Background: an optimization exercise with open tools, aiming at small area, a short achievable clock period and few clock cycles per item. Do not read the settings as production practice.
RTL that was checked went through simulation tests only; none was proved equivalent to the original.

==> module GCD, before the edit <==
module GCD (
input  logic clk,
input  logic rst_n,
input  logic [31:0] a_in,
input  logic [31:0] b_in,
output logic done,
output logic [31:0] gcd
);
localparam int SH = 3;
localparam logic [1:0] LOAD = 2'd0, RUN = 2'd1, FIN = 2'd2;
logic [1:0]  state;
logic [31:0] a, b;
logic [4:0]  k;
logic        half;    
wire swap1 = half | (~a[0] & ~b[0]);    
wire use_a = ~(a[0] & ~b[0]) | half;    
wire use_b = a[0] & ~half;              
wire [31:0] x = a & {32{use_a}};
wire [31:0] y = b & {32{use_b}};
wire [31:0] gp [0:5];
wire [31:0] pp [0:5];
assign gp[0] = x & ~y;
assign pp[0] = ~(x ^ y);
for (genvar l = 0; l < 5; l++) begin : g_lvl
  for (genvar i = 0; i < 32; i++) begin : g_bit
    if ((i >> l) & 1) begin : g_op
      localparam int J = ((i >> l) << l) - 1;
      assign gp[l+1][i] = gp[l][i] | (pp[l][i] & gp[l][J]);
      assign pp[l+1][i] = pp[l][i] & pp[l][J];
    end else begin : g_pass
      assign gp[l+1][i] = gp[l][i];
      assign pp[l+1][i] = pp[l][i];
    end
  end
end
wire [31:0] gpre = gp[5];
wire [31:0] ppre = pp[5];
wire ge = gpre[31] | ppre[31];        
wire eq = ppre[31];                   
wire [31:0] c1 = {gpre[30:0] | ppre[30:0], 1'b1};
wire [31:0] c0 = {gpre[30:0], 1'b0};
wire [31:0] r = ge ? (pp[0] ^ c1) : ~(pp[0] ^ c0);    
wire [SH-1:0] dl = x[SH-1:0] - y[SH-1:0];
logic [31:0] r_sh;
always_comb begin
  logic z;
  r_sh = r >> 1;
  z = ~swap1;
  for (int i = 2; i <= SH; i++) begin
    z = z & ~dl[i-1];
    if (z) r_sh = r >> i;
  end
end
wire kz = (k == 5'd0);
assign done = shl & kz;
assign gcd = a;
wire run  = (state == RUN);
wire load = (state == LOAD);
wire fin  = (state == FIN);
wire shl  = fin | (run & eq);
always_ff @(posedge clk) begin
  if (load) begin
    a <= a_in;
    b <= b_in;
    k <= 5'd0;
    half <= 1'b0;
  end else begin
    b <= r_sh;
    half <= run & swap1 & ~half;
    if (shl) begin
      a <= {a[30:0], 1'b0};
      k <= k - 5'd1;
    end else begin
      if (ge) a <= b;
      if (half) k <= k + 5'd1;
    end
  end
end
always_ff @(posedge clk) begin
  if (rst_n) state <= LOAD;
  else if (load) state <= RUN;
  else if (shl && kz) state <= LOAD;
  else if (shl) state <= FIN;
end
endmodule
Settings: LEC_CHECK=0, CAP_MARGIN=20, CORE_MARGIN=2, CORE_UTILIZATION=40, SLEW_MARGIN=20; clock period 4.5 ns.
run.sh (not shown) runs the stock make flow with config.mk's settings and CLKGATE_MAP_FILE= SYNTH_SCRIPT=/design/flow/synth_recipe.tcl, a recipe that flattens the netlist after the stock synthesis.
The baseline passed the timing, DRC and antenna checks.
Edit:
--- a/flow/design.v
+++ b/flow/design.v
@@ -4,13 +4,13 @@
 input  logic rst_n,
 input  logic [31:0] a_in,
 input  logic [31:0] b_in,
 output logic done,
 output logic [31:0] gcd
 );
-localparam int SH = 3;
+localparam int SH = 4;
 localparam logic [1:0] LOAD = 2'd0, RUN = 2'd1, FIN = 2'd2;
 logic [1:0]  state;
 logic [31:0] a, b;
 logic [4:0]  k;
 logic        half;    
 wire swap1 = half | (~a[0] & ~b[0]);    
The new run ran to the end with no violations.
Clock-buffer cell count came out higher by 1.
Final area climbs by 5.0%.
Setup slack got worse by 0.094 ns.
First-iteration DRC count climbs by 34%.
No functional check of the RTL was part of any run of this note.

--- another note on this design; it stands on its own ---

maple:
// GCD
module GCD (
input  logic clk,
input  logic rst_n,
input  logic [31:0] a_in,
input  logic [31:0] b_in,
output logic done,
output logic [31:0] gcd
);
clock: 4.5 ns
lec_check: 0
cap_margin: 20
core_margin: 2
core_utilization: 60
setup_slack_margin: 0.8
slew_margin: 20
standard.sh (not shown) runs the stock make flow with config.mk's settings and CLKGATE_MAP_FILE= SYNTH_SCRIPT=/design/flow/synth_recipe.tcl, a recipe that flattens the netlist after the stock synthesis.
==> flow/flow/run.sh <==
#!/bin/bash
# The standard layout (the standard.sh: ORFS synthesis through finish),
# with each port buffered by a small sky130_fd_sc_hd__buf_1 instead of the
# buffer cell buffer_ports picks by default. Nothing else changes.
set -euo pipefail
export BUFFER_PORTS_ARGS="-buffer_cell sky130_fd_sc_hd__buf_1"
bash standard.sh > standard.log 2>&1
maple ended with every stage complete and zero timing, DRC or antenna violations.
Testbench counts of maple, summed over its fixed seeds: cycles 78,976, items 4,000.
Edits applied to the flow inputs when going from maple to cedar:
-- flow/config.mk --
<<< maple, line 11
export SETUP_SLACK_MARGIN = 0.8
>>> cedar, line 11
export SETUP_SLACK_MARGIN = 0.4
--- outcome ---
Compared with maple, cedar shows a lower endpoint arrival time on the critical path. Diff maple -> cedar: hold violation count in the final report closely matched the old numbers; number of multi-input logic gates has decreased.

* * *

Setup of the baseline:
Starting RTL as in the previous note.
Settings: LEC_CHECK=0, CAP_MARGIN=20, CORE_MARGIN=2, CORE_UTILIZATION=60, SETUP_SLACK_MARGIN=0.5, SLEW_MARGIN=20; clock period 4.5 ns.
Scripts as last shown in full above: flow/flow/run.sh
Testbench counts of the baseline, summed over its fixed seeds: cycles 78,976, items 4,000.
diff inputs: the baseline => the candidate
- an added TNS_END_PERCENT of 5
- a change of SETUP_SLACK_MARGIN from 0.5 to 0.6
Results
- Diff the baseline -> the candidate: global-route usage shows an increase of 0.31 points, number of vias in the routed layout shows a reduction of 38.
- Compare the baseline and the candidate | met1 demand-to-capacity share in global routing lower: the baseline
- The candidate | status: complete | timing, DRC, antenna: pass
- Delta (the candidate minus the baseline): arrival time at the worst endpoint went up; met3 layer wire length in the routed design went down.
- In the flow results for the baseline and the candidate, the fmax is smaller on the candidate.

[port drivers added, routing unchanged]
How much do the figures lean on ideal ports? The routed layouts below were timed once more, with nothing changed but the port constraints. Step 1 (the two cells are an assumption about what drives the block):
set clk [get_ports {clk}]
set_driving_cell -lib_cell sky130_fd_sc_hd__clkbuf_16 $clk
set_driving_cell -lib_cell sky130_fd_sc_hd__buf_2 [delete_from_list [all_inputs] $clk]
Step 2 also shifts input and output timing later by t, the mid clock arrival at the registers, as if the neighbouring blocks saw the same clock. a / b / c = ideal / step 1 / step 2; a / b = the first two.
run | shift t [ns] | setup slack, ns | latest minus earliest clock arrival (ns)
the first run of note 1 | 0.390 | 0.355 / 0.355 / 0.355 | 0.007 / 0.008
the second run of note 1 | 0.392 | 0.261 / 0.261 / 0.261 | 0.006 / 0.006
maple | 0.421 | 0.790 / 0.754 / 0.790 | 0.013 / 0.013
cedar | 0.413 | 0.578 / 0.543 / 0.607 | 0.011 / 0.011
the baseline | 0.414 | 0.660 / 0.621 / 0.707 | 0.012 / 0.012
the candidate | 0.413 | 0.572 / 0.571 / 0.572 | 0.013 / 0.013
After both steps setup and hold are still met in every run listed.
